What follows belongs to an exercise in optimizing a design on an open flow for small area, a short achievable clock period and few clock cycles per item; a production flow would make more cautious choices. The RTL was checked by simulation tests, not by an equivalence proof against the original design. Power and IR drop assume default switching activity.

==> design.v <==
module Main_DP (
	input clk, rst,
	input en,
	output [31:0] Data_o,
	output [27:0] Addr_GBF_in,
	output [27:0] Addr_GBF_w,
	output [23:0] Addr_GBF_o,
	input [31:0] Data_in,
	input [31:0] Data_w,
	output [3:0] we_o,
	output done
	);
	reg [3:0] k;
	reg [2:0] T;
	reg done_r;
	wire last = (T == 3'd4) && (k == 4'd5);
	wire adv = en && !last;
	wire [3:0] kn = !adv ? k : (k == 4'd11) ? 4'd0 : k + 4'd1;
	wire [2:0] Tn = !adv ? T : (k == 4'd11) ? T + 3'd1 : T;
	reg [6:0] addr_a [0:3];
	reg [4:0] addr_bh [0:3];
	reg [3:0] first;      
	reg we_r;
	reg [1:0] wcol;
	reg [1:0] wtile;
	integer p;
	always @(posedge clk or posedge rst) begin
		if (rst) begin
			k <= 4'd0;
			T <= 3'd0;
			done_r <= 1'b0;
			for (p = 0; p < 4; p = p + 1) begin
				addr_a[p] <= 7'd12 * p;
				addr_bh[p] <= 5'd0;
			end
			first <= 4'd0;
			we_r <= 1'b0;
			wcol <= 2'd0;
			wtile <= 2'd0;
		end else begin
			k <= kn;
			T <= Tn;
			done_r <= (Tn == 3'd4) && (kn == 4'd5);
			for (p = 0; p < 4; p = p + 1)
				addr_a[p] <= {Tn[1], 2'b00} * 7'd12 + 7'd12 * p + kn;
			addr_bh[0] <= {kn, Tn[0]};
			for (p = 1; p < 4; p = p + 1)
				addr_bh[p] <= addr_bh[p-1];
			for (p = 0; p < 4; p = p + 1)
				first[p] <= (kn == p + 1);
			we_r <= (Tn != 3'd0) && (kn >= 4'd1) && (kn <= 4'd4);
			wcol <= kn[1:0] - 2'd1;
			wtile <= Tn[1:0] - 2'd1;
		end
	end
	reg [7:0] a_d [0:3][0:3];    
	reg [7:0] b_r [0:3];
	reg [7:0] acc [0:3][0:3];    
	integer i, j;
	always @(posedge clk) begin
		for (i = 0; i < 4; i = i + 1) begin
			a_d[0][i] <= Data_in[8*i +: 8];
			b_r[i] <= Data_w[8*i +: 8];
		end
		for (j = 1; j < 4; j = j + 1)
			for (i = 0; i < 4; i = i + 1)
				a_d[j][i] <= a_d[j-1][i];
		for (i = 0; i < 4; i = i + 1)
			for (j = 0; j < 4; j = j + 1)
				acc[i][j] <= (first[j] ? 8'd0 : acc[i][j]) + a_d[j][i] * b_r[j];
	end
	genvar g;
	generate
		for (g = 0; g < 4; g = g + 1) begin : ports
			assign Addr_GBF_in[7*g +: 7] = addr_a[g];
			assign Addr_GBF_w[7*g +: 7] = {addr_bh[g], g[1:0]};
			assign Addr_GBF_o[6*g +: 6] = {wtile[1], g[1:0], wtile[0], wcol};
			assign Data_o[8*g +: 8] = acc[g][wcol];
			assign we_o[g] = we_r;
		end
	endgenerate
	assign done = done_r;
endmodule
==> run.sh <==
#!/bin/bash
# synth_recipe.tcl (not shown) runs the flow's synth.tcl, then flattens the netlist and writes it again
# the make line also repeats each setting of config.mk as NAME=value (left out here)
make -C /OpenROAD-flow-scripts/flow DESIGN_CONFIG=/design/flow/config.mk WORK_HOME=/design/flow/orfs CLKGATE_MAP_FILE= SYNTH_SCRIPT=/design/flow/synth_recipe.tcl finish
==> config.mk <==
export PLATFORM = sky130hd
export DESIGN_NAME = Main_DP
export DESIGN_NICKNAME = Main_DP
export VERILOG_FILES = /design/flow/design.v
export SDC_FILE = /design/flow/constraint.sdc
export NUM_CORES = 8
export LEC_CHECK = 0
export CAP_MARGIN = 20
export CORE_MARGIN = 2
export CORE_UTILIZATION = 40
export SLEW_MARGIN = 20
==> constraint.sdc <==
create_clock -name core_clock -period 10.0 [get_ports {clk}]
set_input_delay 2.0000 -clock core_clock [delete_from_list [all_inputs] [get_ports {clk}]]
set_output_delay 2.0000 -clock core_clock [all_outputs]
set_load 0.01 [all_outputs]
==> results.txt <==
Post-DRT Antenna Nets 0; largest delay contributor family on the critical path buffers and inverters; xor/xnor cell area share of the yosys netlist 10.2%; htree depth 2; Die Wd 260 um; CTS Root Cell clkbuf_16; CTS clk-pin slew, worst paths 0.06 ns; Mapped Avg Cell Area 9.88 um^2; RSZ-0062 raised after global routing false; Gate Count Post-Synth 2663; Power Total 10.9 mW; DP HPWL 50700 um; initial antenna violation count 2; CP arrival 2.90 ns; Initial Util 40.2%; area fraction in compound gates after synthesis 1.86%; fraction of synthesized area in multiplexers 2.79%; largest family of logic cells by synthesized area adder cells; Slew Viols, Final 0; post-synth top area cell dfxtp_1; final hold viol count 0; Post-CTS Resized 0; post-route insts no fill 3687; Yosys cell types 32; Area Overhead vs Synth 14.5%; Die Y 260 um; Synth Area in Adders 35.7%; first-pass GRT wire length 105000 um; worst-skew pair later-pin latency 0.59 ns; setup violators final 0; crit-path max FO 27; Cell Chain, Critical Path buf_4, mux4_2, clkdlybuf4s50_1; vias in the first global route 19312; CTS sink cnt 331; Post-Synth Simple-Gate Area 13.5%; Yosys warning count 6; drt wl/cell 17.7 um; placed cell count 3607; Fmax 204 MHz; final worst path period share 49.0%; Die ar. 67800 um^2; routability-driven placement congestion ratio 0.865; share of the synthesized area in the top cell type 21.9%; Worst Skew 0.0155 ns; CTS tree built; Buf/Inv on CP 2; Tmin final 4.90 ns; row count 94; num ports 184; Slew @ Worst Pin 1.02 ns; max cap viols 0; grt ovf 0; Fin Hold WS 0.351 ns; Final #Nets 3433; drt first pass iters 5; via count 17247; initial DRC count 623; peak supply drop 201 uV; crit-path max cell delay 0.64 ns; Vias/cell 4.68; CTS Hold Bufs 0; Pwr Density 364 nW/um^2; slowest CP cell mux4_2; outcome complete, no violations; sequential-to-total area share from yosys stat 26.0%; Port Buf Inserts 166; Fillers 6141; CP Capture Type output port; max_slew headroom 31.9%; number of remaining DRC errors 0; Worst Hold Class register to register; Post-Route WL 65200 um; Worst Path Required 8.00 ns; gr usage total 20.1%; share of layout cells above drive strength 1 4.89%; startpoint types register; Post-CTS Setup Bufs 0; largest net degree at the start of global routing 44; final setup TNS 0 ns; core area 65400 um^2; Static Leak 14.8 nW; Max clock buf depth 3; Syn Std Cell Area 26300 um^2; number of synthesized register bits 331; CTS Buf Count 44; dominant cells by area after synthesis dfxtp_1 (22%), fa_1 (22%), ha_1 (14%), inv_1 (7.4%), xnor2_1 (7.2%); Setup Crit Path Kind register to output port
==> flip-flops by register name, indices dropped and copies added, names as in the netlist <==
signal and cells:
addr_bh 19, wcol 2, addr_a 13, done_r 1, we_r 1, wtile 2
T 1, a_d 128, first 4, acc 128, b_r 32
==> layer usage <==
layer | global-route usage, % | vias to the layer above | wire (um)
met5 | 0 | - | 21
met4 | 9.46 | 4 | 3180
met3 | 3.44 | 151 | 2910
met2 | 35.6 | 350 | 32900
met1 | 23.6 | 8599 | 26100
li1 | - | 8143 | -
==> Yosys cell counts <==
master    instances
xor2_1           48
fa_1            288
xnor3_1          12
mux4_2           32
xnor2_1         215
a22o_1            2
and2_1          191
mux2i_2           1
xnor2_2           6
a21oi_1          33
dfrtp_1          38
buf_4            59
o21a_1            3
a32oi_1           1
o21ai_0           4
dfstp_2           5
clkbuf_1         50
a211oi_1          1
nand3_1           3
nand2b_1         91
dfxtp_1         288
and4b_1           1
nand4_1           2
nor2_1            3
buf_2             9
ha_1            289
nand2_1         392
nor2b_1          38
a21o_1           33
inv_1           520
nand2_2           3
conb_1            2
==> placed cells by master (no fill, tap or decap), types with 2 or more instances in the layout <==
master	n
dfstp_2	5
clkbuf_16	45
dfxtp_1	287
a21oi_1	33
nand3_1	3
nor2_1	3
clkinv_2	7
o21ai_0	4
xor2_1	48
ha_1	289
xnor2_2	6
a21o_1	33
nor2b_1	38
inv_1	520
nand2_2	3
and2_1	191
a22o_1	2
nand2b_1	91
buf_4	17
fa_1	288
conb_1	17
o21a_1	3
clkbuf_8	9
dfrtp_1	35
clkbuf_1	8
mux4_2	32
inv_16	2
nand2_1	392
xnor3_1	12
dfrtp_2	3
nand4_1	2
xnor2_1	215
clkdlybuf4s50_1	166
bufinv_16	6
==> power breakdown <==
part	internal (mW)	switching (mW)	total [mW]
Combinational	3.52	3.46	6.98
Clock	1.05	0.629	1.68
Sequential	1.84	0.451	2.29
Total	6.41	4.54	10.9
==> worst reg2reg max path: cells and delay by family (launching register included) <==
family                     cells  cell delay (ns)
adders and majority gates      5             2.24
DFF                            1             0.94
xor gates and xnor gates       3             0.41
and+or+nand+nor                1             0.20
AOI/OAI and AO/OA              1             0.19
buffers and inverters          3             0.15
==> cell type report <==
| class | instances | area (um^2) | area share (%) |
|---|---|---|---|
| Multi-Input combinational cell | 1709 | 16900 | 56.1 |
| Inverter | 520 | 1950 | 6.48 |
| Clock buffer | 62 | 1280 | 4.25 |
| Clock inverter | 17 | 267 | 0.885 |
| Sequential cell | 331 | 6850 | 22.8 |
| Antenna cell | 1 | 2.50 | 0.00831 |
| Timing Repair Buffer | 183 | 1790 | 5.94 |
| Tap cell | 864 | 1080 | 3.59 |
==> final timing paths <==
path,slack (ns),depth (start not counted),to,from
worst min register to register,0.35,0,a_d[9][7],a_d[5][7]
max in group asynchronous,7.67,3,first[0],rst
worst max register to register,5.76,13,acc[6][7],b_r[2][3]
worst max-delay path,5.10,3,Data_o[2],wcol[1]
min in group asynchronous,1.88,3,addr_bh[3][1],rst
worst min-delay path,0.35,0,a_d[9][7],a_d[5][7]
==> per-stage QoR <==
step | setup slack [ns] | area, um^2 | util (%)
floorplan | 5.87 | 26400 | -
global placement | 5.44 | 28600 | 43.7
detailed placement | 5.54 | 28600 | 43.7
CTS | 5.02 | 30100 | 46.0
global route | 4.98 | 30100 | 46.0
finish | 5.10 | 30100 | 46.0
==> cell families (layout without fill, tap and decap cells) <==
kind of cell	count (synthesis)	in the layout
xor+xnor	281	281
buf+inv	638	782
simple gates	724	724
flops	331	331
fa+ha+maj	577	577
mux	33	33
compound gates	77	77
other cells	2	18
Testbench counts, summed over its fixed seeds: cycles 6,784, jobs 128.

[separate check: timing with driven ports]
The results above use ideal ports. As a check the final layout listed here was re-extracted and re-timed, cells and wires unchanged.
Step 1 sets driving cells, clkbuf_16 on the clock port and buf_2 on the other inputs (assumed; they add their load-dependent delay and slew).
Step 2 adds t to the input delays and takes it off the output delays; t is the mean of the earliest and latest rising clock arrival at the registers after step 1. Input paths then give back, and output paths get back, about the clock's delay inside the block.
Three values: no drivers, after step 1, after step 2; two values: the first two.
t (ns): 0.645
slack for setup (ns): 5.102 / 5.038 / 5.683
worst setup path at the end: register to output
worst register clock-pin slew, ns: 0.06 / 0.06
worst slew at a driven data input, ns: 0.05
After both steps this run still meets setup and hold. For this run, drivers alone change the setup slack by -0.064 ns; drivers and shift together by +0.581 ns.
